This is an optimization exercise on Yosys and OpenROAD, whose aim is small area, a short achievable clock period and few clock cycles, not a production implementation.
RTL that was checked went through simulation tests only; none was proved equivalent to the original.
The RTL of runs 3 to 5 was laid out without a check of its function.
Power and IR drop assume default switching activity.

## design/flow/run.sh

```bash
#!/bin/bash
# synth_recipe.tcl (not shown) runs the flow's synth.tcl, then flattens the netlist and writes it again
# the make line also repeats each setting of config.mk as NAME=value (left out here)
make -C /OpenROAD-flow-scripts/flow DESIGN_CONFIG=/design/flow/config.mk WORK_HOME=/design/flow/orfs CLKGATE_MAP_FILE= SYNTH_SCRIPT=/design/flow/synth_recipe.tcl finish
```

## design/flow/config.mk

```make
export PLATFORM = sky130hd
export DESIGN_NAME = CHIP
export DESIGN_NICKNAME = CHIP
export VERILOG_FILES = /design/flow/design.v
export SDC_FILE = /design/flow/constraint.sdc
export NUM_CORES = 8
export LEC_CHECK = 0
export ABC_CLOCK_PERIOD_IN_PS = 4000
export CAP_MARGIN = 20
export CORE_MARGIN = 2
export CORE_UTILIZATION = 40
export SETUP_SLACK_MARGIN = 5.0
export SLEW_MARGIN = 20
```

## design/flow/constraint.sdc

```tcl
create_clock -name core_clock -period 9.0 [get_ports {clk}]
set_input_delay 1.8000 -clock core_clock [delete_from_list [all_inputs] [get_ports {clk}]]
set_output_delay 1.8000 -clock core_clock [all_outputs]
set_load 0.01 [all_outputs]
```

## design/flow/design.v

```verilog
module CHIP (
    clk, rst_n,
    mem_read_D, mem_write_D, mem_addr_D, mem_wdata_D, mem_rdata_D, mem_ready_D,
    mem_read_I, mem_write_I, mem_addr_I, mem_wdata_I, mem_rdata_I, mem_ready_I,
    DCACHE_addr, DCACHE_wdata, DCACHE_wen
);
    input          clk, rst_n;
    output         mem_read_D;
    output         mem_write_D;
    output [31:4]  mem_addr_D;
    output [127:0] mem_wdata_D;
    input  [127:0] mem_rdata_D;
    input          mem_ready_D;
    output         mem_read_I;
    output         mem_write_I;
    output [31:4]  mem_addr_I;
    output [127:0] mem_wdata_I;
    input  [127:0] mem_rdata_I;
    input          mem_ready_I;
    output [29:0]  DCACHE_addr;
    output [31:0]  DCACHE_wdata;
    output         DCACHE_wen;
    localparam IIB = 2;               
    localparam IW  = 2;               
    localparam IS  = 1 << IIB;
    localparam ISB = 10;              
    localparam ITW = ISB - IIB;       
    localparam DL  = 4;               
    localparam DSB = 10;              
    localparam DTW = DSB;
    localparam MS_IDLE = 2'd0, MS_REQ = 2'd1, MS_WAIT = 2'd2;
    reg  [29:0] pc;                  
    reg         d_v;                 
    reg         d_pj;                
    reg  [31:0] d_ir;
    reg  [29:0] d_pc1;               
    reg         e_v;                 
    reg  [4:0]  e_sa;                
    reg  [31:0] e_yv;                
    reg         e_sub, e_sra, e_srl, e_bne;
    reg         e_osum, e_olog, e_osh, e_oslt, e_olnk;    
    reg  [1:0]  e_lop;
    reg         e_fw;                
    reg  [29:0] e_alt;               
    reg         e_pt;                
    reg  [29:0] ras;                 
    reg  [31:0] e_a, e_b;
    reg  [4:0]  e_rd;
    reg         e_we, e_ld, e_st, e_br, e_jr;
    reg  [31:0] m_res;               
    reg  [31:0] m_sd;
    reg  [4:0]  m_rd;
    reg         m_we, m_ld, m_st, m_fw;
    reg  [31:0] w_val;               
    reg  [4:0]  w_rd;
    reg         w_we;
    reg  [31:0] rf [1:31];
    reg  [31:1] rv;                  
    wire freeze;                     
    reg  [127:0]   ic_data  [0:IW*IS-1];
    reg  [ITW-1:0] ic_tag   [0:IW*IS-1];
    reg            ic_valid [0:IW*IS-1];
    reg  [3:0]     ic_jr    [0:IW*IS-1];    
    reg  [IS-1:0]  ic_lru;           
    reg  [27-ISB:0] ic_seg;          
    reg  [1:0]  is_st;
    reg         i_req;
    reg  [27:0] i_addr;
    wire [27:0]    f_line = pc[29:2];
    wire [IIB-1:0] f_idx  = f_line[IIB-1:0];
    wire [ITW-1:0] f_tag  = f_line[ISB-1:IIB];
    wire           f_sh   = (f_line[27:ISB] == ic_seg);
    function [31:0] word_of;
        input [127:0] l;
        input [1:0]   w;
        begin
            case (w)
                2'd0: word_of = l[31:0];
                2'd1: word_of = l[63:32];
                2'd2: word_of = l[95:64];
                default: word_of = l[127:96];
            endcase
        end
    endfunction
    wire f_h0 = f_sh & ic_valid[f_idx] & (ic_tag[f_idx] == f_tag);
    wire f_h1;
    reg  [31:0] f_w0, f_w1r;
    integer fi;
    always @(*) begin
        f_w0  = 32'd0;
        f_w1r = 32'd0;
        for (fi = 0; fi < IS*4; fi = fi + 1) begin
            f_w0  = f_w0  | ({32{pc[IIB+1:0] == fi}} & ic_data[fi / 4][32*(fi % 4) +: 32]);
            f_w1r = f_w1r | ({32{pc[IIB+1:0] == fi}} & ic_data[(IW - 1) * IS + fi / 4][32*(fi % 4) +: 32]);
        end
    end
    wire [31:0] f_w1;
    generate if (IW == 2) begin : g_iw2
        assign f_h1 = f_sh & ic_valid[IS + f_idx] & (ic_tag[IS + f_idx] == f_tag);
        assign f_w1 = f_w1r;
    end else begin : g_iw1
        assign f_h1 = 1'b0;
        assign f_w1 = 32'd0;
    end endgenerate
    wire f_hit = f_h0 | f_h1;
    wire f_byp = (is_st == MS_WAIT) & mem_ready_I & (i_addr == f_line);
    wire [31:0] f_ir = f_h1 ? f_w1 : (f_h0 ? f_w0 : word_of(mem_rdata_I, pc[1:0]));
    wire f_ok = f_hit | f_byp;
    wire [29:0] f_pc1 = pc + 30'd1;
    wire [IIB-1:0] n_idx  = f_idx + 1'b1;
    wire           n_cy   = &f_idx;
    wire [ITW-1:0] f_tag1 = f_tag + 1'b1;
    wire           n_out  = n_cy & (&f_tag);               
    wire [27:0]    n_line = {f_line[27:ISB], n_cy ? f_tag1 : f_tag, n_idx};
    wire n_h0 = ic_valid[n_idx] & (n_cy ? (ic_tag[n_idx] == f_tag1) : (ic_tag[n_idx] == f_tag));
    wire n_h1;
    generate if (IW == 2) begin : g_nw2
        assign n_h1 = ic_valid[IS + n_idx] & (n_cy ? (ic_tag[IS + n_idx] == f_tag1) : (ic_tag[IS + n_idx] == f_tag));
    end else begin : g_nw1
        assign n_h1 = 1'b0;
    end endgenerate
    wire n_hit = n_h0 | n_h1;
    wire [5:0] d_op = d_ir[31:26];
    wire [5:0] d_fn = d_ir[5:0];
    wire [4:0] d_rs = d_ir[25:21];
    wire [4:0] d_rt = d_ir[20:16];
    wire [4:0] d_rdf = d_ir[15:11];
    wire d_rtype = (d_op == 6'b000000);
    wire d_jr    = d_rtype & (d_fn[5:1] == 5'b00100);          
    wire d_jalr  = d_rtype & (d_fn == 6'b001001);
    wire d_j     = (d_op == 6'b000010);
    wire d_jal   = (d_op == 6'b000011);
    wire d_br    = (d_op[5:1] == 5'b00010);                   
    wire d_lw    = (d_op == 6'b100011);
    wire d_sw    = (d_op == 6'b101011);
    wire d_imm   = (d_op[5:3] == 3'b001);                     
    wire d_rtalu = d_rtype & ~d_jr;
    wire d_ret   = d_rtype & (d_fn == 6'b001000);              
    wire d_use_rs = ~(d_j | d_jal) & ~(d_rtype & (d_fn[5:2] == 4'b0000));   
    wire d_use_rt = d_rtype | d_br | d_sw;
    wire [4:0] d_rd  = d_jal ? 5'd31 : (d_rtype ? d_rdf : d_rt);
    wire       d_we  = (d_rtalu | d_jalr | d_jal | d_imm | d_lw) & (d_rd != 5'd0);
    wire [29:0] d_btgt = d_pc1 + {{14{d_ir[15]}}, d_ir[15:0]};
    wire [29:0] d_jtgt = {d_pc1[29:26], d_ir[25:0]};
    wire        d_bpt  = d_br & d_ir[15];                      
    reg  [31:0] d_rfs, d_rft;
    integer r;
    always @(*) begin
        d_rfs = 32'd0;
        d_rft = 32'd0;
        for (r = 1; r < 32; r = r + 1) begin
            d_rfs = d_rfs | ({32{(d_rs == r) & rv[r]}} & rf[r]);
            d_rft = d_rft | ({32{(d_rt == r) & rv[r]}} & rf[r]);
        end
    end
    wire [31:0] d_rsv = (w_we & (w_rd == d_rs) & (d_rs != 5'd0)) ? w_val : d_rfs;
    wire [31:0] d_rtv = (w_we & (w_rd == d_rt) & (d_rt != 5'd0)) ? w_val : d_rft;
    wire [2:0] d_code = d_rtype ? d_fn[2:0] : (d_op[5] ? 3'b000 : d_op[2:0]);
    wire d_sub = (d_code == 3'b010);                           
    wire d_slt = d_sub & (~d_rtype | d_fn[3]);
    wire d_shf = d_rtype & ~d_fn[5];
    wire d_ui  = (d_op[5:2] == 4'b0011);                       
    wire d_fam = e_v & e_fw & (e_rd == d_rs);
    wire d_faw = m_we & (m_rd == d_rs);
    wire d_fbm = e_v & e_fw & (e_rd == d_rt);
    wire d_fbw = m_we & (m_rd == d_rt);
    wire        d_ryv = d_rtype & ~d_jalr;
    wire [31:0] d_iml = (d_jal | d_jalr) ? {d_pc1, 2'b00} : {{16{~d_ui & d_ir[15]}}, d_ir[15:0]};
    wire d_haz = d_v & ((e_ld & ((d_use_rs & (e_rd == d_rs)) | (d_use_rt & (e_rd == d_rt)))) |
                        (pl_v & ((d_use_rs & (d_rs == pl_rd)) | (d_use_rt & (d_rt == pl_rd)) | (d_we & (d_rd == pl_rd)))));
    wire [31:0] e_fa = e_a;
    wire [31:0] e_fb = e_b;
    wire [31:0] e_y  = e_yv;
    wire [31:0] e_sum = e_fa + (e_sub ? ~e_y : e_y) + {31'd0, e_sub};
    wire e_lt = $signed(e_fa) < $signed(e_y);
    wire [4:0] e_sh = e_sa;
    wire [31:0] e_shr = $signed({e_sra & e_fb[31], e_fb}) >>> e_sh;
    wire [31:0] e_shl = e_fb << e_sh;
    reg  [31:0] e_log;
    always @(*) begin
        case (e_lop)
            2'd0: e_log = e_fa & e_y;
            2'd1: e_log = e_fa | e_y;
            2'd2: e_log = e_fa ^ e_y;
            default: e_log = ~(e_fa | e_y);
        endcase
    end
    wire [31:0] e_res = ({32{e_olnk}} & e_y) |
                        ({32{e_osh}}  & (e_srl ? e_shr : e_shl)) |
                        {31'd0, e_oslt & e_lt} |
                        ({32{e_olog}} & e_log) |
                        ({32{e_osum}} & e_sum);
    wire e_eq  = (e_fa == e_fb);
    wire e_tk  = e_bne ? ~e_eq : e_eq;
    wire e_mis = e_v & e_br & (e_tk != e_pt);
    wire e_red = e_mis | (e_v & e_jr & ~(e_pt & (e_fa[31:2] == e_alt)));
    wire [29:0] e_tgt = e_jr ? e_fa[31:2] : e_alt;
    reg  [127:0]   dc_data  [0:DL-1];
    reg  [DTW-1:0] dc_tag   [0:DL-1];
    reg            dc_valid [0:DL-1];
    reg            dc_dirty [0:DL-1];
    reg  [2:0]     dc_lru;           
    reg  [27-DSB:0] dc_seg;          
    localparam D_IDLE = 3'd0, D_RREQ = 3'd1, D_RWAIT = 3'd2, D_WREQ = 3'd3, D_WWAIT = 3'd4, D_FCAP = 3'd5;
    reg  [2:0]     ds_st;
    reg            dm_rd, dm_wr;
    reg  [27:0]    dm_addr;
    reg  [1:0]     d_vi;             
    reg            d_wb;             
    reg  [27:0]    d_wba;            
    reg  [127:0]   d_wbuf;           
    reg            wbp;              
    reg            d_st;             
    reg            d_pl;             
    reg            pl_v;             
    reg            pl_w;             
    reg  [4:0]     pl_rd;
    reg  [1:0]     ps_wo;            
    reg  [31:0]    ps_d;             
    wire [27:0]    m_line = m_res[31:4];
    wire [DTW-1:0] m_tag  = m_line[DSB-1:0];
    wire           m_sh   = (m_line[27:DSB] == dc_seg);
    wire [1:0]     m_wo   = m_res[3:2];
    reg  [DL-1:0]  m_hw;             
    reg  [31:0]    m_hv;             
    reg  [1:0]     m_hl;             
    integer mi;
    always @(*) begin
        m_hv = 32'd0;
        m_hl = 2'd0;
        for (mi = 0; mi < DL; mi = mi + 1) begin
            m_hw[mi] = m_sh & dc_valid[mi] & (dc_tag[mi] == m_tag);
            m_hv = m_hv | ({32{m_hw[mi]}} & word_of(dc_data[mi], m_wo));
            if (m_hw[mi]) m_hl = mi;
        end
    end
    wire m_hit = |m_hw;
    wire m_acc = m_ld | m_st;
    wire d_idle = (ds_st == D_IDLE);
    wire d_busy = (ds_st == D_RREQ) | (ds_st == D_RWAIT);
    wire d_rdy  = (ds_st == D_RWAIT) & mem_ready_D;
    wire m_rel  = m_ld & ~pl_v & ~(e_v & e_we & (e_rd == m_rd)) &
                  ~(d_v & ((d_use_rs & (d_rs == m_rd)) | (d_use_rt & (d_rt == m_rd)) | (d_we & (d_rd == m_rd))));
    wire d_go   = d_rdy & ~d_st & ~d_pl;                   
    wire d_sblk = m_st & d_busy & (~m_hit | (m_hl == d_vi) | d_rdy);
    wire d_can  = d_idle & ~pl_w;                          
    wire m_vd   = dc_valid[m_vi] & dc_dirty[m_vi];
    wire d_wfst = wbp & (m_vd | (m_line == d_wba));        
    wire d_rst  = m_acc & ~m_hit & m_sh & d_can & ~d_wfst;   
    assign freeze = m_acc & (d_sblk | (~m_hit & ~((m_st | m_rel) & d_rst) & ~d_go));
    wire m_pend = m_ld & ~m_hit & ~d_go;                         
    wire [31:0] m_ldv = d_go ? word_of(mem_rdata_D, m_wo) : m_hv;
    function [2:0] lru_touch;
        input [2:0] b;
        input [1:0] l;
        begin
            lru_touch = b;
            lru_touch[0] = ~l[1];
            if (l[1]) lru_touch[2] = ~l[0];
            else      lru_touch[1] = ~l[0];
        end
    endfunction
    reg            f_any;
    reg  [1:0]     f_dl;
    integer q;
    always @(*) begin
        f_any = 1'b0;
        f_dl  = 2'd0;
        for (q = DL-1; q >= 0; q = q - 1)
            if (dc_valid[q] & dc_dirty[q]) begin
                f_any = 1'b1;
                f_dl  = q;
            end
    end
    wire [1:0] m_vl = ~dc_valid[0] ? 2'd0 : ~dc_valid[1] ? 2'd1 : ~dc_valid[2] ? 2'd2 : ~dc_valid[3] ? 2'd3 :
                      dc_lru[0] ? {1'b1, dc_lru[2]} : {1'b0, dc_lru[1]};
    wire       m_cln = ~dc_dirty[0] | ~dc_dirty[1] | ~dc_dirty[2] | ~dc_dirty[3];
    wire [1:0] m_cl  = ~dc_dirty[0] ? 2'd0 : ~dc_dirty[1] ? 2'd1 : ~dc_dirty[2] ? 2'd2 : 2'd3;
    wire [1:0] m_vi  = (wbp & dc_valid[m_vl] & dc_dirty[m_vl] & m_cln) ? m_cl : m_vl;
    genvar gw;
    assign mem_read_D  = dm_rd;
    assign mem_write_D = dm_wr;
    assign mem_addr_D  = dm_addr;
    reg  [127:0] d_wdat;
    integer wi;
    always @(*) begin
        d_wdat = 128'd0;
        for (wi = 0; wi < DL; wi = wi + 1)
            d_wdat = d_wdat | ({128{d_vi == wi}} & dc_data[wi]);
    end
    assign mem_wdata_D = d_wbuf;
    assign DCACHE_wen   = m_st;
    assign DCACHE_addr  = m_res[31:2];
    assign DCACHE_wdata = m_sd;
    assign mem_read_I  = i_req;
    assign mem_write_I = 1'b0;
    assign mem_addr_I  = i_addr;
    assign mem_wdata_I = 128'd0;
    wire [31:0] d_mval = m_ld ? m_ldv : m_res;
    wire [31:0] d_fav  = d_fam ? e_res : (d_faw ? d_mval : d_rsv);
    wire [31:0] d_fbv  = d_fbm ? e_res : (d_fbw ? d_mval : d_rtv);
    wire d_red  = d_v & ~d_haz & ((~d_pj & (d_j | d_jal | d_ret)) | d_bpt);
    wire [29:0] d_tgt = d_ret ? ras : (d_br ? d_btgt : d_jtgt);
    integer k;
    always @(posedge clk) begin
        if (!rst_n) w_we <= 1'b0;
        else        w_we <= m_we & ~m_pend & ~freeze;
        w_rd  <= m_rd;
        w_val <= m_ld ? m_ldv : m_res;
    end
    always @(posedge clk) begin
        if (!rst_n) begin
            pc   <= 30'd0;
            ras  <= 30'd0;
            d_v  <= 1'b0;
            e_v  <= 1'b0;
            e_we <= 1'b0; e_ld <= 1'b0; e_st <= 1'b0; e_br <= 1'b0; e_jr <= 1'b0; e_fw <= 1'b0;
            m_we <= 1'b0; m_ld <= 1'b0; m_st <= 1'b0; m_fw <= 1'b0;
        end else if (!freeze) begin
            m_we  <= e_v & e_we;
            m_fw  <= e_v & e_fw;
            m_ld  <= e_v & e_ld;
            m_st  <= e_v & e_st;
            m_rd  <= e_rd;
            m_res <= e_res;
            m_sd  <= e_fb;
            if (e_red | d_haz | ~d_v) begin
                e_v <= 1'b0;
                e_we <= 1'b0; e_ld <= 1'b0; e_st <= 1'b0; e_br <= 1'b0; e_jr <= 1'b0; e_fw <= 1'b0;
            end else begin
                e_v  <= 1'b1;
                e_we <= d_we;
                e_ld <= d_lw;
                e_st <= d_sw;
                e_br <= d_br;
                e_jr <= d_jr;
                e_fw <= d_we & ~d_lw;
            end
            e_sa  <= d_ir[10:6];
            e_yv  <= d_ryv ? d_fbv : d_iml;
            e_sub <= d_sub;
            e_sra <= d_fn[0];
            e_srl <= d_fn[1];
            e_lop <= d_code[1:0];
            e_olnk <= d_jal | d_jalr;
            e_osh  <= d_shf & ~d_jalr;
            e_oslt <= d_slt;
            e_olog <= d_code[2] & ~d_shf & ~d_jal & ~d_jalr;
            e_osum <= ~d_code[2] & ~d_slt & ~d_shf & ~d_jal & ~d_jalr;
            e_bne <= d_op[0];
            e_alt <= d_ret ? ras : (d_bpt ? d_pc1 : d_btgt);
            e_pt  <= d_bpt | d_ret;
            if (d_v & ~d_haz & ~e_red & (d_jal | d_jalr)) ras <= d_pc1;
            e_a   <= d_fav;
            e_b   <= d_fbv;
            e_rd  <= d_rd;
            if (!d_haz) begin
                d_ir  <= f_ir;
                d_pc1 <= f_pc1;
                d_pj  <= f_isj | f_isr;
            end
            if (e_red) begin
                pc  <= e_tgt;
                d_v <= 1'b0;
            end else if (d_haz) begin
            end else if (d_red) begin
                pc  <= d_tgt;
                d_v <= 1'b0;
            end else begin
                d_v <= f_ok;
                if (f_ok) pc <= f_nxt;
            end
        end
    end
    wire        pl_wr = pl_w & ~w_we;                  
    wire        rf_we = w_we | pl_wr;
    wire [4:0]  rf_wa = w_we ? w_rd : pl_rd;
    wire [31:0] rf_wd = w_we ? w_val : word_of(mem_rdata_D, ps_wo);    
    always @(posedge clk) begin
        if (rf_we) rf[rf_wa] <= rf_wd;
    end
    always @(posedge clk) begin
        if (!rst_n) rv <= 31'd0;
        else if (rf_we && rf_wa != 5'd0) rv[rf_wa] <= 1'b1;
    end
    wire i_redirect = ~freeze & d_red;
    wire i_dem  = ~f_hit & ~i_redirect;
    wire [3:0] i_jrm;
    genvar gj;
    generate for (gj = 0; gj < 4; gj = gj + 1) begin : g_jr
        assign i_jrm[gj] = (mem_rdata_I[32*gj+26 +: 6] == 6'd0) & (mem_rdata_I[32*gj +: 6] == 6'b001000);
    end endgenerate
    wire [3:0] f_jrm = f_h1 ? ic_jr[IS + f_idx] : ic_jr[f_idx];
    wire       f_jmp = |(f_jrm & (4'b1111 << pc[1:0]));
    wire       f_isj = f_h1 ? (f_w1[31:27] == 5'b00001) : (f_h0 & (f_w0[31:27] == 5'b00001));
    wire       f_isr = f_hit & f_jrm[pc[1:0]] & ~(d_v & (d_jal | d_jalr));
    wire [29:0] f_nxt = f_isj ? {f_pc1[29:26], f_ir[25:0]} : (f_isr ? ras : f_pc1);
    wire i_pref = f_hit & ~n_hit & ~n_out & ~i_redirect & ~f_jmp;
    wire i_ivw  = (IW == 2) ? (~ic_valid[i_addr[IIB-1:0]] ? 1'b0 : ~ic_valid[IS + i_addr[IIB-1:0]] ? 1'b1 : ic_lru[i_addr[IIB-1:0]]) : 1'b0;
    always @(posedge clk) begin
        if (!rst_n) begin
            is_st <= MS_IDLE;
            i_req <= 1'b0;
            for (k = 0; k < IW*IS; k = k + 1) ic_valid[k] <= 1'b0;
            ic_lru <= {IS{1'b0}};
        end else begin
            if (IW == 2 && f_hit) ic_lru[f_idx] <= ~f_h1;
            case (is_st)
                MS_IDLE: begin
                    if (i_dem | i_pref) begin
                        i_req  <= 1'b1;
                        is_st  <= MS_REQ;
                    end
                end
                MS_REQ: begin
                    i_req <= 1'b0;
                    is_st <= MS_WAIT;
                end
                default: begin
                    if (mem_ready_I) begin
                        is_st <= MS_IDLE;
                        if (i_addr[27:ISB] != ic_seg) begin
                            ic_seg <= i_addr[27:ISB];
                            for (k = 0; k < IW*IS; k = k + 1) ic_valid[k] <= 1'b0;
                        end
                        if (IW == 2) begin
                            ic_valid[{i_ivw, i_addr[IIB-1:0]}] <= 1'b1;
                            ic_lru[i_addr[IIB-1:0]] <= ~i_ivw;
                        end else begin
                            ic_valid[i_addr[IIB-1:0]] <= 1'b1;
                        end
                    end
                end
            endcase
        end
    end
    wire [IIB:0] i_fl = (IW == 2) ? {i_ivw, i_addr[IIB-1:0]} : {1'b0, i_addr[IIB-1:0]};
    always @(posedge clk) begin
        if (is_st == MS_IDLE) i_addr <= f_hit ? n_line : f_line;
        if (is_st == MS_WAIT && mem_ready_I) begin
            ic_data[i_fl] <= mem_rdata_I;
            ic_tag [i_fl] <= i_addr[ISB-1:IIB];
            ic_jr  [i_fl] <= i_jrm;
        end
    end
    wire         d_inst = d_rdy;
    wire         d_sthit = m_st & m_hit & ~d_sblk;
    wire [31:0]  d_wv   = d_inst ? ps_d : m_sd;             
    wire [127:0] dc_wd;
    generate for (gw = 0; gw < 4; gw = gw + 1) begin : g_wd
        assign dc_wd[32*gw +: 32] = (d_inst & ~(d_st & (ps_wo == gw))) ? mem_rdata_D[32*gw +: 32] : d_wv;
    end endgenerate
    integer dl, dw;
    always @(posedge clk) begin
        for (dl = 0; dl < DL; dl = dl + 1)
            for (dw = 0; dw < 4; dw = dw + 1)
                if ((d_inst & (d_vi == dl)) | (d_sthit & (m_hl == dl) & (m_wo == dw)))
                    dc_data[dl][32*dw +: 32] <= dc_wd[32*dw +: 32];
    end
    wire d_segm = m_acc & ~m_sh;                           
    wire ev_rd  = d_idle & d_rst;                          
    wire ev_wr  = d_idle & wbp & (d_segm | (~d_rst & ~(m_acc & ~m_hit & pl_w)));    
    wire ev_fs  = d_idle & d_segm & ~wbp & f_any;          
    wire ev_fc  = (ds_st == D_FCAP);                       
    always @(posedge clk) begin
        if (!rst_n) begin
            ds_st <= D_IDLE;
            dm_rd <= 1'b0;
            dm_wr <= 1'b0;
            wbp    <= 1'b0;
            pl_v   <= 1'b0;
            pl_w   <= 1'b0;
            dc_seg <= {(28-DSB){1'b0}};
            for (k = 0; k < DL; k = k + 1) dc_valid[k] <= 1'b0;
            dc_lru <= 3'd0;
        end else begin
            if (m_acc && m_hit && !d_sblk) dc_lru <= lru_touch(dc_lru, m_hl);
            if (pl_wr) begin
                pl_v <= 1'b0;
                pl_w <= 1'b0;
            end
            if (d_rst && m_ld && m_rel) pl_v <= 1'b1;
            if (d_rdy && d_pl) pl_w <= 1'b1;
            case (ds_st)
                D_IDLE: begin
                    if (ev_rd) begin
                        dm_rd <= 1'b1;
                        ds_st <= D_RREQ;
                    end else if (ev_wr) begin
                        dm_wr <= 1'b1;
                        ds_st <= D_WREQ;
                    end else if (ev_fs) begin
                        ds_st <= D_FCAP;
                    end else if (d_segm) begin
                        dc_seg <= m_line[27:DSB];
                        for (k = 0; k < DL; k = k + 1) dc_valid[k] <= 1'b0;
                    end
                end
                D_RREQ: begin
                    dm_rd <= 1'b0;
                    ds_st <= D_RWAIT;
                end
                D_RWAIT: begin
                    if (mem_ready_D) begin
                        ds_st <= D_IDLE;
                        dc_valid[d_vi] <= 1'b1;
                        dc_lru <= lru_touch(dc_lru, d_vi);
                        if (d_wb) wbp <= 1'b1;
                    end
                end
                D_FCAP: begin
                    wbp   <= 1'b1;
                    ds_st <= D_IDLE;
                end
                D_WREQ: begin
                    dm_wr <= 1'b0;
                    ds_st <= D_WWAIT;
                end
                default: begin
                    if (mem_ready_D) begin
                        ds_st <= D_IDLE;
                        wbp   <= 1'b0;
                    end
                end
            endcase
        end
    end
    always @(posedge clk) begin
        if (ev_rd) begin
            dm_addr <= m_line;
            d_vi    <= m_vi;
            d_wb    <= m_vd;
            if (m_vd) d_wba <= {dc_seg, dc_tag[m_vi]};
            d_st    <= m_st;
            d_pl    <= m_rel;
            ps_wo   <= m_wo;
            ps_d    <= m_sd;
        end
        if (ev_wr) dm_addr <= d_wba;
        if (ev_fs) d_vi <= f_dl;
        if (d_rst && m_ld && m_rel) pl_rd <= m_rd;
        if (d_sthit) dc_dirty[m_hl] <= 1'b1;
        if (d_rdy) begin
            dc_tag  [d_vi] <= dm_addr[DSB-1:0];
            dc_dirty[d_vi] <= d_st;
            if (d_wb) d_wbuf <= d_wdat;
        end
        if (ev_fc) begin
            d_wbuf <= d_wdat;
            d_wba  <= {dc_seg, dc_tag[d_vi]};
            dc_dirty[d_vi] <= 1'b0;
        end
    end
endmodule
```

==> reports/results.txt, run 1 <==
status - complete, no violations
core area - 393000 um^2
RSZ-0062 raised after global routing - true
cts hold-fix bufs - 0
most used routing layer - met2
DP Area - 170000 um^2
first-pass iteration count of the detailed router - 12
Critical Path Sink Type - register
share of post-route cells with drive strength above 1 - 0.175
TritonCTS sink count - 3416
worst hold start - dc_seg[1]$_SDFFE_PN0P_
r2r startpoint - d_ir[18]$_DFFE_PP_
vias per inst - 6.86
Top delay family on crit path - simple AND/OR/NAND/NOR gates
top-count cell post-synth - edfxtp_1
predominant post-synthesis flop cell - edfxtp_1
arrival time at the worst endpoint - 5000 ps
grt met3 use - 0.111
Design Power - 35.7 mW
final core area utilization - 0.476
fmax - 240 MHz
Routed wire per std cell - 39.2 um
Critical Path Most Common Cell - buf_4
setup ws final - 4840 ps
max-cap violation count - 0
Syn. warnings - 2
All-Layer GR Usage - 0.328
pwr dens - 191 nW/um^2
placed cells - 16500
DRC violations left - 0
Starting Density - 0.403
Root Driver - clkbuf_16
Seq/Total Area, Yosys - 0.636
CP Max Fanout - 13
M2 GR Usage - 0.492
vias in the first global route - 114000
final instance area - 187000 um^2
RD Place Congestion - 0.976
port bufs - 509
die height - 633 um
io pins - 639
final setup fails - 0
Buf+Inv Stages, Crit Path - 3
Crit Reg-Reg Endpoint - e_yv[23]$_DFFE_PP_
Worst Path Required - 9840 ps
Post-synth EDFFs - 3218
first-pass GRT wire length - 921000 um
Worst Setup SP - d_ir[18]$_DFFE_PP_
worst path cell trace - buf_4, buf_4, nor2b_4, and3_4, buf_4, a22o_1, a221oi_1, nand3_1, nor3_1, nand2_1, o21ai_0, o21ai_1, a21oi_2, a21oi_1
Period Utilization, post-route - 0.463
Synth cell types - 99
via count - 120000
CTS tree - built
initial antenna violation count - 107
async set-or-reset flop fraction in the synthesized netlist - 0
post-synth top area cell - edfxtp_1
Lkg Pwr - 62.2 nW
DR iter-0 viols - 22500
Tmin final - 4160 ps
Max Slew Vio Count - 0
FP Rows - 230
die area - 401000 um^2
final hold viol count - 0
R2R depth - 14
crit-path max cell delay - 570 ps
largest net degree at the start of global routing - 124
Die Width - 633 um
critical path class - register to register
Worst VDD drop - 0.000206 V
clock skew - 78.2 ps
Skew-Pair Late Insertion Delay - 1020 ps
final hold slack - 482 ps
ANT nets after route - 0
Synth Cell Area - 158000 um^2
Avg Synthesized Cell Area - 14.0 um^2
Synth Instances - 11300
hold depth - 0
crit path max-delay cell type - and3_4
setup TNS - 0 ps
clk slew on worst S/H paths - 60 ps
M1 GR Usage - 0.404
Slew @ Worst Pin - 1270 ps
CTS Buf Count - 360
top cell type's share of synthesized area - 0.611
final cell count without fillers - 17500
worst hold endpoint - d_wba[11]$_DFFE_PP_
worst slack at placement - 2690 ps
most frequent cells after synthesis - 3218 x edfxtp_1, 738 x nor2_1, 702 x clkbuf_1
Area growth syn-to-layout - 18.1%
CTS H-tree lvls - 5
deepest clock path buffer count - 4
detailed placer's ending HPWL - 418000 um
Rel. slew slack - 0.140
Layout Nets - 12300
Register-to-Register Setup Slack - 4840 ps
number of synthesized register bits - 3416
largest cells by area after synthesis - edfxtp_1 61%, mux4_2 6.1%, a22oi_1 2.9%, dfxtp_1 2.5%, a221oi_1 2.2%
CP startpoint kind - register
Post-Route WL - 685000 um
worst min path class - register to register
GR Overflow Total - 0
==> state kept, by name (all words and copies together) (netlist names), 31 cells and up, named ones only <==
register  flops
d_ir         32
d_wbuf      128
dc_data     512
dc_tag       40
e_a          32
e_b          32
e_yv         32
ic_data    1024
ic_jr        32
ic_tag       64
m_res        32
m_sd         32
ps_d         32
rf          992
rv           31
w_val        32
==> per-layer routing <==
layer | vias to the layer above | part of all wire
met4 | 102 | 0.081
met5 | - | 0.00096
met1 | 59600 | 0.34
li1 | 46500 | -
met2 | 10900 | 0.43
met3 | 2635 | 0.15
==> logic make-up (layout without fill, tap and decap cells) <==
family          count (synthesis)  after routing  synth area share
compound gates               2941           2942             0.136
xor+xnor                      408            408            0.0227
fa+ha+maj                     185            185            0.0147
buf+inv                      1216           1965            0.0330
flops                        3416           3416             0.636
mux                           825            825            0.0873
other cells                     1            174         0.0000237
simple gates                 2313           2324            0.0704
==> layout make-up <==
cell class                 count  area [um^2]
tap                         5220         6530
fill                       33900       206000
inverter                     206          801
sequential                  3416       101000
clock inverter               211         2360
clock buffer                 450         9630
antenna                       45          113
timing repair buffer        1098        11100
multi-input combinational   6813        55800
==> placed cells by master, fill, tap and decap left out, drive strengths merged, types with 325 or more instances in the layout <==
master | Yosys | routed
edfxtp | 3218 | 3218
nor2 | 738 | 738
a22oi | 614 | 614
buf | 308 | 568
a21oi | 529 | 529
clkdlybuf4s50 | 0 | 482
clkbuf | 702 | 462
nand2 | 453 | 454
mux4 | 432 | 432
a221oi | 405 | 405
a22o | 402 | 402
o21ai | 325 | 325
==> how the worst max path moves through the flow <==
| stage | end | cells after the start |
|---|---|---|
| after CTS | e_yv[17]$_DFFE_PP_ | 14 |
| after global routing | pc[27]$_SDFFE_PN0P_ | 15 |
| after global placement | e_a[10]$_DFFE_PP_ | 11 |
| after detailed placement | e_a[14]$_DFFE_PP_ | 11 |
| final | e_yv[23]$_DFFE_PP_ | 14 |
| after floorplan | d_ir[0]$_DFFE_PP_ | 7 |
==> repair_timing <==
| item | in CTS | in global routing |
|---|---|---|
| setup buffers | 155 | 84 |
| pin swaps | 41 | 67 |
| setup endpoints to repair | 1320 | 1121 |
| gates resized for setup | 376 | 233 |
| gates cloned | 23 | 13 |
==> power breakdown <==
group          switching [mW]  internal (mW)
sequential              0.222           17.6
clock                    6.58           8.78
combinational            1.61          0.968
Testbench counts, summed over its fixed seeds: cycles 18,638.
==> run 2: changes to the inputs <==
--- a/design/flow/config.mk
+++ b/design/flow/config.mk
@@ -9,5 +9,5 @@
 export CAP_MARGIN = 20
 export CORE_MARGIN = 2
-export CORE_UTILIZATION = 40
+export CORE_UTILIZATION = 45
 export SETUP_SLACK_MARGIN = 5.0
 export SLEW_MARGIN = 20
==> run 2 against run 1 <==
  * Routed wire length decreased by 0.25%
  * Via count up 0.42%
  * Still clean on timing, DRC and antenna
  * Core utilization up 5.8 points
==> reports/results.txt, run 2 <==
largest net degree at the start of global routing - 132 (+6.5%)
pwr dens - 193 nW/um^2 (+0.77%)
Int Pwr - 27.5 mW (+0.58%)
DRC violations left - 0 (unchanged)
P_sw - 8.46 mW (+0.59%)
Synth Instances - 11300 (unchanged)
clk slew on worst S/H paths - 60 ps (about the same)
final cell count without fillers - 16800 (-3.6%)
port bufs - 509 (unchanged)
Rel. slew slack - 0.158 (+0.0180)
Routed wire per std cell - 40.6 um (+3.5%)
Worst Path Required - 9740 ps (-100 ps)
CTS tree - built
DR top layer - met5
CTS Buf Count - 362 (+0.56%)
Slew @ Worst Pin - 1260 ps (-9.11 ps)
clock power share - 0.433 (+0.003)
CTS H-tree lvls - 5 (unchanged)
Avg Synthesized Cell Area - 14.0 um^2 (unchanged)
Top Registers - ic_data (1024), rf (992), dc_data (512)
Skew-Pair Late Insertion Delay - 1010 ps (about the same)
status - complete, no violations
largest cells by area after synthesis - edfxtp_1 61%, mux4_2 6.1%, a22oi_1 2.9%, dfxtp_1 2.5%, a221oi_1 2.2%
fmax - 244 MHz (+1.4%)
Synth cell types - 99 (unchanged)
final hold viol count - 0 (unchanged)
top-count cell post-synth - edfxtp_1
Max Slew Vio Count - 0 (unchanged)
Comb pwr share - 0.072 (about the same)
arrival time at the worst endpoint - 4840 ps (-160 ps)
max-cap violation count - 0 (unchanged)
worst min path class - register to register
predominant post-synthesis flop cell - edfxtp_1
GR Overflow Total - 0 (unchanged)
ANT nets after route - 0 (unchanged)
top cell type's share of synthesized area - 0.611 (unchanged)
Syn. warnings - 2 (unchanged)
Post-Route M1 WL - 236000 um (+0.85%)
Reg power frac - 0.495 (-0.003)
detailed placer's ending HPWL - 406000 um (-2.9%)
Layout Nets - 12300 (-0.073%)
final setup fails - 0 (unchanged)
Synth Cell Area - 158000 um^2 (unchanged)
metal3 WL - 101000 um (+1.6%)
RD Place Congestion - 0.972 (-0.41%)
RSZ-0062 raised after global routing - true
Worst VDD drop - 0.000211 V (+2.4%)
first-pass GRT wire length - 915000 um (-0.65%)
post-synth top area cell - edfxtp_1
FP Rows - 217 (-5.7%)
share of post-route cells with drive strength above 1 - 0.178 (+0.00283)
initial antenna violation count - 61 (-43%)
Met2 Wirelength - 292000 um (-0.96%)
vias in the first global route - 113000 (-0.76%)
Lkg Pwr - 62.2 nW (+0.11%)
CP startpoint kind - register
most frequent cells after synthesis - 3218 x edfxtp_1, 738 x nor2_1, 702 x clkbuf_1
first-pass iteration count of the detailed router - 11 (-1)
die area - 356000 um^2 (-11%)
Post-Route WL - 684000 um (-0.25%)
commonest non-fill, non-tap cell in the layout - edfxtp_1
via count - 120000 (+0.42%)
Design Power - 35.9 mW (+0.58%)
max reg flops - 1024 (unchanged)
cts hold-fix bufs - 0 (unchanged)
Die Width - 597 um (-5.7%)
sw frac - 0.235 (about the same)
Tmin final - 4110 ps (-58.4 ps)
Seq/Total Area, Yosys - 0.636 (unchanged)
placed cells - 15800 (-3.8%)
vias per inst - 7.15 (+4.2%)
io pins - 639 (unchanged)
critical path class - register to register
async set-or-reset flop fraction in the synthesized netlist - 0 (unchanged)
Starting Density - 0.453 (+0.0500)
final core area utilization - 0.534 (+0.0580)
Area growth syn-to-layout - 17.9%
DR iter-0 viols - 22500 (-0.040%)
CP Max Fanout - 32 (+19)
die height - 597 um (-5.7%)
final hold slack - 481 ps (-0.915 ps)
All-Layer GR Usage - 0.367 (+0.0390)
Post-synth EDFFs - 3218 (unchanged)
deepest clock path buffer count - 4 (unchanged)
TritonCTS sink count - 3416 (unchanged)
commonest cells after routing, fill and taps aside - 3218 x edfxtp_1, 686 x nor2_1, 612 x a22oi_1, 497 x a21oi_1, 492 x clkdlybuf4s50_1
clock skew - 89.0 ps (+10.7 ps)
Reg with most FFs - ic_data
Root Driver - clkbuf_16
number of synthesized register bits - 3416 (unchanged)
core area - 350000 um^2 (-11%)
Period Utilization, post-route - 0.456 (-0.00649)
Critical Path Sink Type - register
==> run 2: layout make-up <==
cell class	instances	area, um^2
diodes	33	82.6
multi-input cells	6813	56000
well taps	4599	5750
repair buffers	1087	11100
clock buffers	437	9570
flip-flops and latches	3416	101000
fillers	28500	163000
clock inverters	232	2650
inverters	206	811
==> run 2: repair_timing <==
item	4_1_cts	5_1_grt
gates cloned	17	19
endpoints found under the setup margin	1517	1053
endpoints found under the hold margin	0	0
pin swaps	39	77
gates resized for setup	372	264
buffers inserted	157	84
==> run 2: kinds of logic (layout without fill, tap and decap cells) <==
family | after synthesis | count (layout) | synth area share
DFF | 3416 | 3416 | 0.636
AOI/OAI and AO/OA | 2941 | 2943 | 0.136
and+or+nand+nor | 2313 | 2323 | 0.0704
buffers and inverters | 1216 | 1962 | 0.0330
muxes | 825 | 825 | 0.0873
xor gates and xnor gates | 408 | 408 | 0.0227
adders and majority gates | 185 | 185 | 0.0147
other | 1 | 162 | 0.0000237
==> run 2: per-layer routing <==
metal | track usage | vias to the layer above
li1 | - | 46500
met1 | 0.469 | 60000
met2 | 0.544 | 11000
met3 | 0.118 | 2570
met4 | 0.221 | 63
met5 | 0 | -
==> run 2: per-stage QoR <==
stage          cell area, um^2  setup slack [ps]  TNS, ps
6_report                187000              4890        0
5_1_grt                 187000              4860        0
4_1_cts                 184000              4930        0
3_5_place_dp            169000              3120        0
3_3_place_gp            169000              3270        0
2_1_floorplan           159000             -4170  -262470
==> run 2: path summary, 6_finish.rpt <==
path / startpoint / end / slack [ps] / cells past startpoint
worst max-delay path: d_ir[20]$_DFFE_PP_ / e_yv[29]$_DFFE_PP_ / 4890 / 12
worst min-delay path: dc_seg[3]$_SDFFE_PN0P_ / d_wba[13]$_DFFE_PP_ / 480 / 0
worst max register to register: d_ir[20]$_DFFE_PP_ / e_yv[29]$_DFFE_PP_ / 4890 / 12
worst min register to register: dc_seg[3]$_SDFFE_PN0P_ / d_wba[13]$_DFFE_PP_ / 480 / 0
==> run 2: worst max-delay path, stage by stage, from the launching register on <==
cell	delay, ps
edfxtp_1	500
buf_4	210
nor3b_2	200
and3_4	460
a22o_1	370
a221oi_1	290
nand4_1	260
nor3_4	790
nand2_1	140
o211ai_1	130
o211ai_1	130
o21a_1	190
a21o_1	180
==> run 2: power groups by stage <==
stage               sequential [mW]  clock, mW  combinational, mW
global route                   17.8       16.2               2.69
global placement               18.2          0               2.23
floorplan                      18.1          0               1.32
finish                         17.8       15.6               2.59
detailed placement             18.2          0               2.24
CTS                            17.8       15.6               2.45
==> run 3: changes to the inputs <==
--- a/design/flow/design.v
+++ b/design/flow/design.v
@@ -167,6 +167,6 @@
     wire        d_ryv = d_rtype & ~d_jalr;
     wire [31:0] d_iml = (d_jal | d_jalr) ? {d_pc1, 2'b00} : {{16{~d_ui & d_ir[15]}}, d_ir[15:0]};
-    wire d_haz = d_v & ((e_ld & ((d_use_rs & (e_rd == d_rs)) | (d_use_rt & (e_rd == d_rt)))) |
-                        (pl_v & ((d_use_rs & (d_rs == pl_rd)) | (d_use_rt & (d_rt == pl_rd)) | (d_we & (d_rd == pl_rd)))));
+    wire d_haz = d_v & ((e_ld & ((e_rd == d_rs) | (e_rd == d_rt))) |
+                        (pl_v & ((d_rs == pl_rd) | (d_rt == pl_rd) | (d_rdf == pl_rd) | (pl_rd == 5'd31))));
     wire [31:0] e_fa = e_a;
     wire [31:0] e_fb = e_b;
@@ -241,5 +241,5 @@
     wire d_rdy  = (ds_st == D_RWAIT) & mem_ready_D;
     wire m_rel  = m_ld & ~pl_v & ~(e_v & e_we & (e_rd == m_rd)) &
-                  ~(d_v & ((d_use_rs & (d_rs == m_rd)) | (d_use_rt & (d_rt == m_rd)) | (d_we & (d_rd == m_rd))));
+                  ~(d_v & ((d_rs == m_rd) | (d_rt == m_rd) | (d_rdf == m_rd) | (m_rd == 5'd31)));
     wire d_go   = d_rdy & ~d_st & ~d_pl;                   
     wire d_sblk = m_st & d_busy & (~m_hit | (m_hl == d_vi) | d_rdy);
==> run 3 against run 2 <==
  * Sequential share of layout area increased by 0.47 points
  * Setup slack got worse by 9.0 ps
  * Critical path type unchanged
  * First-iteration DRC count decreased by 1.5%
  * Register-to-register slack about the same
  * Still clean on timing, DRC and antenna
  * Synthesized cell count decreased by 0.76%
  * Non-clock buffer count decreased by 33
  * Die area decreased by 0.14%
  * Routed wire length decreased by 0.39%
  * Sequential cell count unchanged
  * Critical path depth increased by 1
  * Cell area decreased by 0.87%
==> reports/results.txt, run 3 <==
via count - 119000 (-0.85%)
largest cells by area after synthesis - edfxtp_1 61%, mux4_2 6.1%, a22oi_1 2.9%, dfxtp_1 2.5%, a22o_1 2.4%
arrival time at the worst endpoint - 4950 ps (+110 ps)
Routed wire per std cell - 40.8 um (+0.29%)
Root Driver - clkbuf_16
Slew @ Worst Pin - 1180 ps (-87.6 ps)
Layout Nets - 12200 (-0.87%)
crit-path max cell delay - 760 ps (-30 ps)
detailed placer's ending HPWL - 407000 um (+0.35%)
Skew-Pair Late Insertion Delay - 1010 ps (about the same)
commonest cells after routing, fill and taps aside - 3218 x edfxtp_1, 669 x nor2_1, 605 x a22oi_1, 488 x clkdlybuf4s50_1, 468 x a21oi_1
final hold viol count - 0 (unchanged)
Critical Path Sink Type - register
post-synth top area cell - edfxtp_1
worst slack at placement - 3120 ps (-0.840 ps)
Rel. slew slack - 0.196 (+0.0381)
predominant post-synthesis flop cell - edfxtp_1
Synth Cell Area - 158000 um^2 (-0.15%)
worst min path class - register to register
CP startpoint kind - register
share of post-route cells with drive strength above 1 - 0.169 (-0.00843)
Top Registers - ic_data (1024), rf (992), dc_data (512)
Period Utilization, post-route - 0.457 (+0.00100)
RSZ-0062 raised after global routing - true
CTS H-tree lvls - 5 (unchanged)
vias per inst - 7.13 (-0.17%)
deepest clock path buffer count - 4 (unchanged)
XOR/XNOR share of the synthesized area - 0.0234 (+0.000769)
Critical Path Most Common Cell - buf_4
core area - 349000 um^2 (about the same)
DR iter-0 viols - 22100 (-1.5%)
Synth cell types - 94 (-5.1%)
GR Overflow Total - 0 (unchanged)
Post-synth EDFFs - 3218 (unchanged)
fillers - 28500 (-0.11%)
Reg with most FFs - ic_data
RD Place Congestion - 0.976 (+0.41%)
Buf+Inv Stages, Crit Path - 3 (+2)
fmax - 243 MHz (-0.22%)
Adder-Cell Fraction of Synth Area - 0.0147 (+0.0000214)
status - complete, no violations
max-cap violation count - 0 (unchanged)
Tmin final - 4110 ps (+9.00 ps)
setup TNS - 0 ps (unchanged)
crit path max-delay cell type - buf_4
clk slew on worst S/H paths - 60 ps (about the same)
placed cells - 15800 (-0.47%)
initial antenna violation count - 62 (+1.6%)
DRC violations left - 0 (unchanged)
Starting Density - 0.452 (about the same)
FP Rows - 217 (unchanged)
die area - 356000 um^2 (-0.14%)
Syn. warnings - 2 (unchanged)
io pins - 639 (unchanged)
mux share of post-synthesis cell area - 0.0856 (-0.00169)
worst path cell trace - buf_12, nor2b_1, and3_4, buf_4, a22o_1, a221oi_1, nand4_1, nor3_1, buf_4, a211o_1, o211a_1, a21oi_1, a21o_1
critical path class - register to register
main combinational cell family by area after synthesis - compound AO/OA/AOI/OAI gates
first-pass iteration count of the detailed router - 9 (-2)
pwr dens - 191 nW/um^2 (-0.79%)
Die Width - 597 um (about the same)
Synth Instances - 11200 (-0.76%)
most frequent cells after synthesis - 3218 x edfxtp_1, 727 x nor2_1, 638 x clkbuf_1
number of synthesized register bits - 3416 (unchanged)
top-count cell post-synth - edfxtp_1
final cell count without fillers - 16700 (-0.68%)
async set-or-reset flop fraction in the synthesized netlist - 0 (unchanged)
Area growth syn-to-layout - 17.1%
first-pass GRT wire length - 915000 um (about the same)
Avg Synthesized Cell Area - 14.1 um^2 (+0.62%)
TritonCTS sink count - 3416 (unchanged)
All-Layer GR Usage - 0.367 (+0.000428)
simple-gate portion of the synthesized area - 0.0677 (-0.00271)
Max Slew Vio Count - 0 (unchanged)
die height - 597 um (about the same)
top cell type's share of synthesized area - 0.611 (+0.000890)
CTS tree - built
Post-Route WL - 681000 um (-0.39%)
Top delay family on crit path - compound AO/OA/AOI/OAI gates
CP Max Fanout - 32 (unchanged)
final setup fails - 0 (unchanged)
Lkg Pwr - 61.7 nW (-0.81%)
Seq/Total Area, Yosys - 0.637 (+0.000926)
vias in the first global route - 112000 (-0.51%)
setup ws final - 4890 ps (-9.00 ps)
Worst VDD drop - 0.000204 V (-3.2%)
cts hold-fix bufs - 0 (unchanged)
Compound-Gate Fraction of Synth Area - 0.139 (+0.00264)
clock skew - 91.9 ps (+2.95 ps)
max reg flops - 1024 (unchanged)
ANT nets after route - 0 (unchanged)
Worst Path Required - 9840 ps (+100 ps)
port bufs - 509 (unchanged)
CTS Buf Count - 364 (+0.55%)
commonest non-fill, non-tap cell in the layout - edfxtp_1
largest net degree at the start of global routing - 141 (+6.8%)
run 3: changes by cell type in the layout (fill, tap and decap cells not counted), sizes merged, moves of 25 or more:
cell / previous run / this run
buf: 559 / 518
nand4: 258 / 203
xor2: 147 / 184
o211ai: 49 / 74
nand2: 454 / 423
a21oi: 529 / 479
a22o: 402 / 437
o21ai: 325 / 275
run 3: report_power, final:
part           switching, mW  total, mW  internal [mW]
Sequential             0.220       17.8           17.6
Clock                   6.57       15.1           8.48
Combinational           1.57       2.51          0.940
run 3: final cells by class:
type	count	area, um^2	area share
Inverter	216	832	0.00450
Clock inverter	223	2140	0.0116
Timing Repair Buffer	1054	10800	0.0585
Antenna cell	27	67.6	0.000365
Tap cell	4599	5750	0.0311
Clock buffer	447	9660	0.0522
Multi-Input combinational cell	6727	55100	0.298
Sequential cell	3416	101000	0.544
run 3: kinds of logic after synthesis:
group	count (synthesis)
muxes	803
buffers and inverters	1213
xor gates and xnor gates	423
other	1
and+or+nand+nor	2225
adders and majority gates	185
AOI/OAI and AO/OA	2953
DFF	3416
run 3: worst paths after layout:
kind | startpoint | to | slack (ps) | depth (start not counted)
worst min-delay path | dc_seg[11]$_SDFFE_PN0P_ | d_wba[21]$_DFFE_PP_ | 470 | 0
worst max register to register | d_ir[19]$_DFFE_PP_ | e_yv[14]$_DFFE_PP_ | 4890 | 13
worst max-delay path | d_ir[19]$_DFFE_PP_ | e_yv[14]$_DFFE_PP_ | 4890 | 13
worst min register to register | dc_seg[11]$_SDFFE_PN0P_ | d_wba[21]$_DFFE_PP_ | 470 | 0
run 3: routing by layer:
metal  track usage  part of all wire  up-vias
li1              -                 -    46200
met1         0.470              0.34    59700
met2         0.545              0.43    10900
met3         0.114              0.15     2366
met4         0.227             0.077       56
met5             0           0.00062        -
run 3: worst reg2reg max path, stage by stage, from the launching register on:
cell and delay, ps:
edfxtp_1 370, buf_12 150, nor2b_1 570, and3_4 280
buf_4 760, a22o_1 370, a221oi_1 60, nand4_1 140
nor3_1 120, buf_4 190, a211o_1 310, o211a_1 170
a21oi_1 360, a21o_1 180
run 3: stage by stage:
stage	area, um^2	hold WS (ps)	power (mW)	utilization
2_1_floorplan	159000	363	19.3	-
3_3_place_gp	168000	459	20.3	0.482
3_5_place_dp	169000	459	20.4	0.482
4_1_cts	183000	474	35.3	0.524
5_1_grt	185000	481	36.1	0.529
6_report	185000	473	35.3	0.529
run 3: repair_timing:
item | 4_1_cts | 5_1_grt
cloned | 17 | 23
endpoints found under the hold margin | 0 | 0
setup endpoints to repair | 1328 | 1056
setup buffers | 125 | 77
pin swaps | 29 | 53
resized for setup | 299 | 161
==> run 4: changes to the inputs <==
--- a/design/flow/config.mk
+++ b/design/flow/config.mk
@@ -9,5 +9,5 @@
 export CAP_MARGIN = 20
 export CORE_MARGIN = 2
-export CORE_UTILIZATION = 45
+export CORE_UTILIZATION = 50
 export SETUP_SLACK_MARGIN = 5.0
 export SLEW_MARGIN = 20
==> run 4 against run 3 <==
  * Largest cell class unchanged
  * Sequential share of layout area fell by 0.43 points
  * Total power rose by 1.1%
  * Routed wire length grew 1.4%
  * Still clean on timing, DRC and antenna
  * Critical path depth fell by 2
  * Fmax rose by 0.24%
  * Setup slack improved by 10 ps
  * Area after synthesis unchanged
  * Register-to-register slack about the same
==> reports/results.txt, run 4 <==
die height - 566 um (-5.1%)
share of post-route cells with drive strength above 1 - 0.179 (+0.0102)
io pins - 639 (unchanged)
FP Rows - 206 (-5.1%)
initial antenna violation count - 51 (-18%)
Area growth syn-to-layout - 18.0%
critical path class - register to register
first-pass GRT wire length - 928000 um (+1.3%)
crit-path max cell delay - 720 ps (-40 ps)
number of synthesized register bits - 3416 (unchanged)
core area - 315000 um^2 (-9.9%)
Routed wire per std cell - 42.1 um (+3.4%)
Worst VDD drop - 0.000191 V (-6.5%)
Lkg Pwr - 62.5 nW (+1.2%)
Avg Synthesized Cell Area - 14.1 um^2 (unchanged)
Synth Cell Area - 158000 um^2 (unchanged)
die area - 321000 um^2 (-9.9%)
Buf+Inv Stages, Crit Path - 2 (-1)
Synth Instances - 11200 (unchanged)
most frequent cells after synthesis - 3218 x edfxtp_1, 727 x nor2_1, 638 x clkbuf_1
Top Registers - ic_data (1024), rf (992), dc_data (512)
Seq/Total Area, Yosys - 0.637 (unchanged)
CP startpoint kind - register
port bufs - 509 (unchanged)
largest net degree at the start of global routing - 129 (-8.5%)
arrival time at the worst endpoint - 4840 ps (-110 ps)
Starting Density - 0.502 (+0.0499)
Post-synth EDFFs - 3218 (unchanged)
Rel. slew slack - 0.196 (-0.000598)
RD Place Congestion - 0.988 (+1.2%)
Critical Path Stages - 11 (-2)
max reg flops - 1024 (unchanged)
vias per inst - 7.30 (+2.3%)
Multi-input gate area - 55300 um^2 (+0.47%)
predominant post-synthesis flop cell - edfxtp_1
Critical Path Sink Type - register
Reg area - 101000 um^2 (unchanged)
Max Slew Vio Count - 0 (unchanged)
fillers - 24300 (-15%)
post-synth top area cell - edfxtp_1
Slew @ Worst Pin - 1190 ps (+18.7 ps)
Post-Route WL - 690000 um (+1.4%)
clk slew on worst S/H paths - 60 ps (about the same)
Synth cell types - 94 (unchanged)
Root Driver - clkbuf_16
detailed placer's ending HPWL - 419000 um (+2.7%)
status - complete, no violations
final hold viol count - 0 (unchanged)
R2R depth - 11 (-2)
hold depth - 2 (+2)
GR Overflow Total - 0 (unchanged)
final hold slack - 451 ps (-22.2 ps)
TritonCTS sink count - 3416 (unchanged)
setup TNS - 0 ps (unchanged)
pwr dens - 192 nW/um^2 (+0.30%)
Reg with most FFs - ic_data
deepest clock path buffer count - 4 (unchanged)
Critical Path Most Common Cell - o21ai_0
commonest cells after routing, fill and taps aside - 3218 x edfxtp_1, 672 x nor2_1, 605 x a22oi_1, 501 x clkdlybuf4s50_1, 459 x a21oi_1
Top delay family on crit path - simple AND/OR/NAND/NOR gates
top cell type's share of synthesized area - 0.611 (unchanged)
Tmin final - 4100 ps (-9.96 ps)
via count - 120000 (+0.29%)
All-Layer GR Usage - 0.415 (+0.0480)
DR iter-0 viols - 23900 (+7.9%)
top-count cell post-synth - edfxtp_1
fmax - 244 MHz (+0.24%)
vias in the first global route - 113000 (+0.25%)
Die Width - 566 um (-5.1%)
async set-or-reset flop fraction in the synthesized netlist - 0 (unchanged)
DRC violations left - 0 (unchanged)
CTS tree - built
worst min path class - register to register
ANT nets after route - 0 (unchanged)
Syn. warnings - 2 (unchanged)
first-pass iteration count of the detailed router - 11 (+2)
clock skew - 109 ps (+17.5 ps)
commonest non-fill, non-tap cell in the layout - edfxtp_1
crit path max-delay cell type - nor3b_1
worst path cell trace - buf_12, nor3b_1, and3_4, buf_4, a221oi_1, nand4_1, or4b_4, o211ai_1, o21ai_0, nand2_1, o21ai_0
RSZ-0062 raised after global routing - true
largest cells by area after synthesis - edfxtp_1 61%, mux4_2 6.1%, a22oi_1 2.9%, dfxtp_1 2.5%, a22o_1 2.4%
final setup fails - 0 (unchanged)
CTS H-tree lvls - 5 (unchanged)
Worst Path Required - 9730 ps (-110 ps)
Layout Nets - 12300 (+0.91%)
max-cap violation count - 0 (unchanged)
Skew-Pair Late Insertion Delay - 1020 ps (about the same)
CP Max Fanout - 19 (-41%)
CTS Buf Count - 359 (-1.4%)
Period Utilization, post-route - 0.456 (-0.00111)
-- run 4: cell counts after synthesis --
No cell type changed its count.
-- run 4: report_power, final --
part,internal (mW),switching [mW]
Clock,8.69,6.67
Sequential,17.6,0.208
Combinational,0.982,1.62
-- run 4: layout make-up --
class | instances | share of cell area
Sequential cell | 3416 | 0.540
Multi-Input combinational cell | 6727 | 0.297
Timing Repair Buffer | 1170 | 0.0664
Clock buffer | 460 | 0.0510
Tap cell | 4160 | 0.0279
Clock inverter | 209 | 0.0134
Inverter | 216 | 0.00444
Antenna cell | 20 | 0.000268
-- run 4: through the flow --
step	total power [mW]	std cells	cell area, um^2	utilization	worst slack [ps]
after CTS	35.6	16200	184000	0.585	4980
after global routing	36.4	16400	186000	0.592	4960
after detailed placement	20.4	15400	168000	0.535	3150
after floorplan	19.3	11300	159000	-	1430
final	35.7	16400	186000	0.592	4900
after global placement	20.4	15400	168000	0.534	3170
-- run 4: worst paths after layout --
| path | from | end | slack, ps |
|---|---|---|---|
| worst min register to register | m_res[1]$_DFFE_PP_ | w_val[1]$_DFF_P_ | 450 |
| worst min-delay path | m_res[1]$_DFFE_PP_ | w_val[1]$_DFF_P_ | 450 |
| worst max register to register | d_ir[22]$_DFFE_PP_ | e_a[14]$_DFFE_PP_ | 4900 |
| worst max-delay path | d_ir[22]$_DFFE_PP_ | e_a[14]$_DFFE_PP_ | 4900 |
-- run 4: worst min-delay path, stage by stage (launching register included) --
cell and delay [ps]:
edfxtp_1 320, a21oi_1 90, inv_1 60
-- run 4: what timing repair did --
| item | 4_1_cts | 5_1_grt |
|---|---|---|
| gates cloned | 24 | 19 |
| setup endpoints to repair | 1287 | 945 |
| setup buffers | 184 | 110 |
| pin swaps | 38 | 74 |
| gates resized for setup | 341 | 217 |
| hold buffers | 0 | 0 |
-- run 4: kinds of logic (layout without fill, tap and decap cells) --
family	count (synthesis)	in the layout	share of synthesized area
mux	803	803	0.0856
simple gates	2225	2234	0.0677
other cells	1	149	0.0000237
buf+inv	1213	2055	0.0330
compound gates	2953	2953	0.139
fa+ha+maj	185	185	0.0147
flops	3416	3416	0.637
xor+xnor	423	423	0.0234
-- run 4: routing by layer --
layer	up-vias	track usage	part of all wire
met3	2385	0.132	0.14
li1	46400	-	-
met2	10800	0.614	0.43
met4	42	0.252	0.077
met5	-	0.00372	0.00083
met1	59900	0.534	0.35
==> run 5: changes to the inputs <==
--- a/design/flow/config.mk
+++ b/design/flow/config.mk
@@ -9,5 +9,6 @@
 export CAP_MARGIN = 20
 export CORE_MARGIN = 2
-export CORE_UTILIZATION = 50
+export CORE_UTILIZATION = 45
+export PLACE_DENSITY = 0.7
 export SETUP_SLACK_MARGIN = 5.0
 export SLEW_MARGIN = 20
==> run 5 against run 4 <==
  * Setup slack got worse by 130 ps
  * Routed wire length is 4.5% lower
  * Clock power hardly changed
  * Worst hold slack improved by 17 ps
  * Non-clock buffer count decreased by 152
  * Sequential cell count is the same
  * Combinational power shrank 5%
  * Area after synthesis is the same
  * First-iteration DRC count is 1.2% higher
  * Core utilization decreased by 6.4 points
  * Die area rose by 11%
  * Global-route usage shrank 6.0 points
  * Critical path type unchanged
==> reports/results.txt, run 5 <==
status - complete, no violations
CTS H-tree lvls - 5 (unchanged)
first-pass GRT wire length - 894000 um (-3.6%)
DR iter-0 viols - 24200 (+1.2%)
Max Slew Vio Count - 0 (unchanged)
arrival time at the worst endpoint - 4990 ps (+150 ps)
Avg Synthesized Cell Area - 14.1 um^2 (unchanged)
max-cap violation count - 0 (unchanged)
clock skew - 75.1 ps (-34.3 ps)
CP Max Fanout - 32 (+13)
setup TNS - 0 ps (unchanged)
most frequent cells after synthesis - 3218 x edfxtp_1, 727 x nor2_1, 638 x clkbuf_1
Die Width - 597 um (+5.4%)
clk slew on worst S/H paths - 60 ps (about the same)
predominant post-synthesis flop cell - edfxtp_1
Syn. warnings - 2 (unchanged)
Skew-Pair Late Insertion Delay - 1010 ps (about the same)
first-pass iteration count of the detailed router - 14 (+3)
Worst VDD drop - 0.000256 V (+34%)
TritonCTS sink count - 3416 (unchanged)
FP Rows - 217 (+5.3%)
R2R depth - 12 (+1)
Top Registers - ic_data (1024), rf (992), dc_data (512)
CP startpoint kind - register
Reg with most FFs - ic_data
die height - 597 um (+5.4%)
die area - 356000 um^2 (+11%)
vias in the first global route - 114000 (+0.81%)
worst hold start - dc_seg[10]$_SDFFE_PN0P_
worst slack at placement - 3240 ps (+88.8 ps)
max reg flops - 1024 (unchanged)
Layout Nets - 12200 (-1.3%)
Routed wire per std cell - 39.5 um (-6.2%)
core area - 349000 um^2 (+11%)
worst min path class - register to register
DRC violations left - 0 (unchanged)
CTS tree - built
pwr dens - 193 nW/um^2 (+0.48%)
Rel. slew slack - 0.189 (-0.00636)
share of post-route cells with drive strength above 1 - 0.167 (-0.0120)
Lkg Pwr - 61.3 nW (-1.8%)
RD Place Congestion - 1.00 (+1.5%)
largest net degree at the start of global routing - 141 (+9.3%)
Post-synth EDFFs - 3218 (unchanged)
Tmin final - 4230 ps (+127 ps)
Register-to-Register Setup Slack - 4770 ps (-130 ps)
initial antenna violation count - 80 (+57%)
io pins - 639 (unchanged)
final instance area - 185000 um^2 (-1.0%)
Post-Route WL - 659000 um (-4.5%)
async set-or-reset flop fraction in the synthesized netlist - 0 (unchanged)
number of synthesized register bits - 3416 (unchanged)
placed cells - 15800 (+2.6%)
Starting Density - 0.452 (-0.0499)
Worst Setup SP - d_ir[24]$_DFFE_PP_
final hold viol count - 0 (unchanged)
critical path class - register to register
Area growth syn-to-layout - 16.8%
final cell count without fillers - 16700 (+1.8%)
largest cells by area after synthesis - edfxtp_1 61%, mux4_2 6.1%, a22oi_1 2.9%, dfxtp_1 2.5%, a22o_1 2.4%
CP endpoint - e_a[8]$_DFFE_PP_
Synth Cell Area - 158000 um^2 (unchanged)
vias per inst - 7.20 (-1.3%)
Root Driver - clkbuf_16
Seq/Total Area, Yosys - 0.637 (unchanged)
setup ws final - 4770 ps (-127 ps)
final setup fails - 0 (unchanged)
top cell type's share of synthesized area - 0.611 (unchanged)
Synth Instances - 11200 (unchanged)
RSZ-0062 raised after global routing - true
port bufs - 509 (unchanged)
ANT nets after route - 0 (unchanged)
Design Power - 35.5 mW (-0.54%)
post-synth top area cell - edfxtp_1
CTS Buf Count - 358 (-0.28%)
deepest clock path buffer count - 4 (unchanged)
Slew @ Worst Pin - 1210 ps (+12.9 ps)
GR Overflow Total - 0 (unchanged)
All-Layer GR Usage - 0.355 (-0.0596)
fmax - 236 MHz (-3.0%)
Worst Path Required - 9760 ps (+30 ps)
Crit Reg-Reg Endpoint - e_a[8]$_DFFE_PP_
r2r startpoint - d_ir[24]$_DFFE_PP_
Synth cell types - 94 (unchanged)
Period Utilization, post-route - 0.470 (+0.0141)
DP Area - 168000 um^2 (about the same)
detailed placer's ending HPWL - 394000 um (-5.9%)
Critical Path Sink Type - register
top-count cell post-synth - edfxtp_1
commonest non-fill, non-tap cell in the layout - edfxtp_1
via count - 120000 (+0.45%)
commonest cells after routing, fill and taps aside - 3218 x edfxtp_1, 669 x nor2_1, 605 x a22oi_1, 481 x clkdlybuf4s50_1, 461 x a21oi_1
## run 5: cells by family (layout without fill, tap and decap cells)
family	Yosys count	after routing	synth area share
multiplexers	803	803	0.0856
buffers and inverters	1213	1898	0.0330
XOR/XNOR	423	423	0.0234
adder cells (fa/ha/maj)	185	185	0.0147
AND/OR/NAND/NOR	2225	2231	0.0677
flip-flops	3416	3416	0.637
other	1	161	0.0000237
AO/OA/AOI/OAI	2953	2953	0.139
## run 5: final cells by class
cell class / count / area [um^2]
multi-input cells: 6724 / 55100
diodes: 32 / 80.1
clock inverters: 222 / 2470
clock buffers: 441 / 9450
repair buffers: 1018 / 10300
flip-flops and latches: 3416 / 101000
inverters: 216 / 830
well taps: 4599 / 5750
fillers: 27900 / 165000
repair inverters: 1 / 7.51
## run 5: worst min-delay path by stage
stage | cells after the start | endpoint | slack [ps]
after floorplan | 0 | w_rd[0]$_DFF_P_ | 360
after global placement | 0 | d_wba[15]$_DFFE_PP_ | 460
after detailed placement | 1 | rv[20]$_SDFFE_PN0P_ | 470
after CTS | 0 | d_wba[23]$_DFFE_PP_ | 480
after global routing | 0 | d_wba[25]$_DFFE_PP_ | 490
final | 0 | d_wba[20]$_DFFE_PP_ | 470
## run 5: report_power, final
| group | switching, mW | leakage (nW) | internal, mW | total, mW |
|---|---|---|---|---|
| clock | 6.59 | 5.77 | 8.69 | 15.3 |
| sequential | 0.229 | 30.9 | 17.6 | 17.8 |
| combinational | 1.55 | 24.7 | 0.915 | 2.46 |
## run 5: critical path: stages (launching register included)
cell and delay [ps]:
edfxtp_1 490, buf_4 190, and2_1 250, and3_2 260, buf_4 350, a22o_1 350
a221oi_1 250, nand4_1 180, nor3_1 930, nand2_1 150, o211ai_1 150, o211ai_1 140
o21a_1 170
## run 5: per-layer routing
layer	global-route usage	vias to the layer above	routed length (um)
met4	0.232	100	56600
li1	-	46100	-
met2	0.524	12000	280000
met5	0.00284	-	822
met3	0.136	3023	108000
met1	0.436	58900	214000
## run 5: repair_timing
action                                 4_1_cts  5_1_grt
gates resized for setup                    336      176
pin swaps                                   28       51
setup buffers                              121       75
cloned                                      15        5
hold buffers                                 0        0
setup endpoints to repair                 1219     1071
endpoints found under the hold margin        0        0
## run 5: stage by stage
step | util | hold slack (ps)
global placement | 0.482 | 456
global route | 0.528 | 489
detailed placement | 0.482 | 467
finish | 0.528 | 469
CTS | 0.524 | 479
floorplan | - | 363

-- what the ideal ports hide --
How much do the figures lean on ideal ports? The routed layouts below were timed once more, with nothing changed but the port constraints. Step 1 assumes that a clkbuf_16 drives the clock port and a buf_2 every other input. Step 2 adds t to the input delays and takes it off the output delays; t is the mean of the earliest and latest rising clock arrival at the registers after step 1. Input paths then give back, and output paths get back, about the clock's delay inside the block. a / b / c = no drivers / after step 1 / after step 2; a / b = the first two.
| run | shift t [ns] | setup slack, ns | clock arrival spread, ns |
|---|---|---|---|
| run 1 | 1.104 | 4.837 / 4.837 / 3.993 | 0.088 / 0.088 |
| run 2 | 1.071 | 4.895 / 4.884 / 4.074 | 0.100 / 0.099 |
| run 3 | 1.075 | 4.886 / 4.864 / 4.028 | 0.096 / 0.097 |
| run 4 | 1.067 | 4.896 / 4.896 / 4.092 | 0.121 / 0.121 |
| run 5 | 1.085 | 4.769 / 4.769 / 4.137 | 0.086 / 0.086 |
After both steps every run listed still meets setup and hold. The setup slack of run 3, which loses most, moves by -0.022 ns with the drivers and by -0.858 ns with both steps.
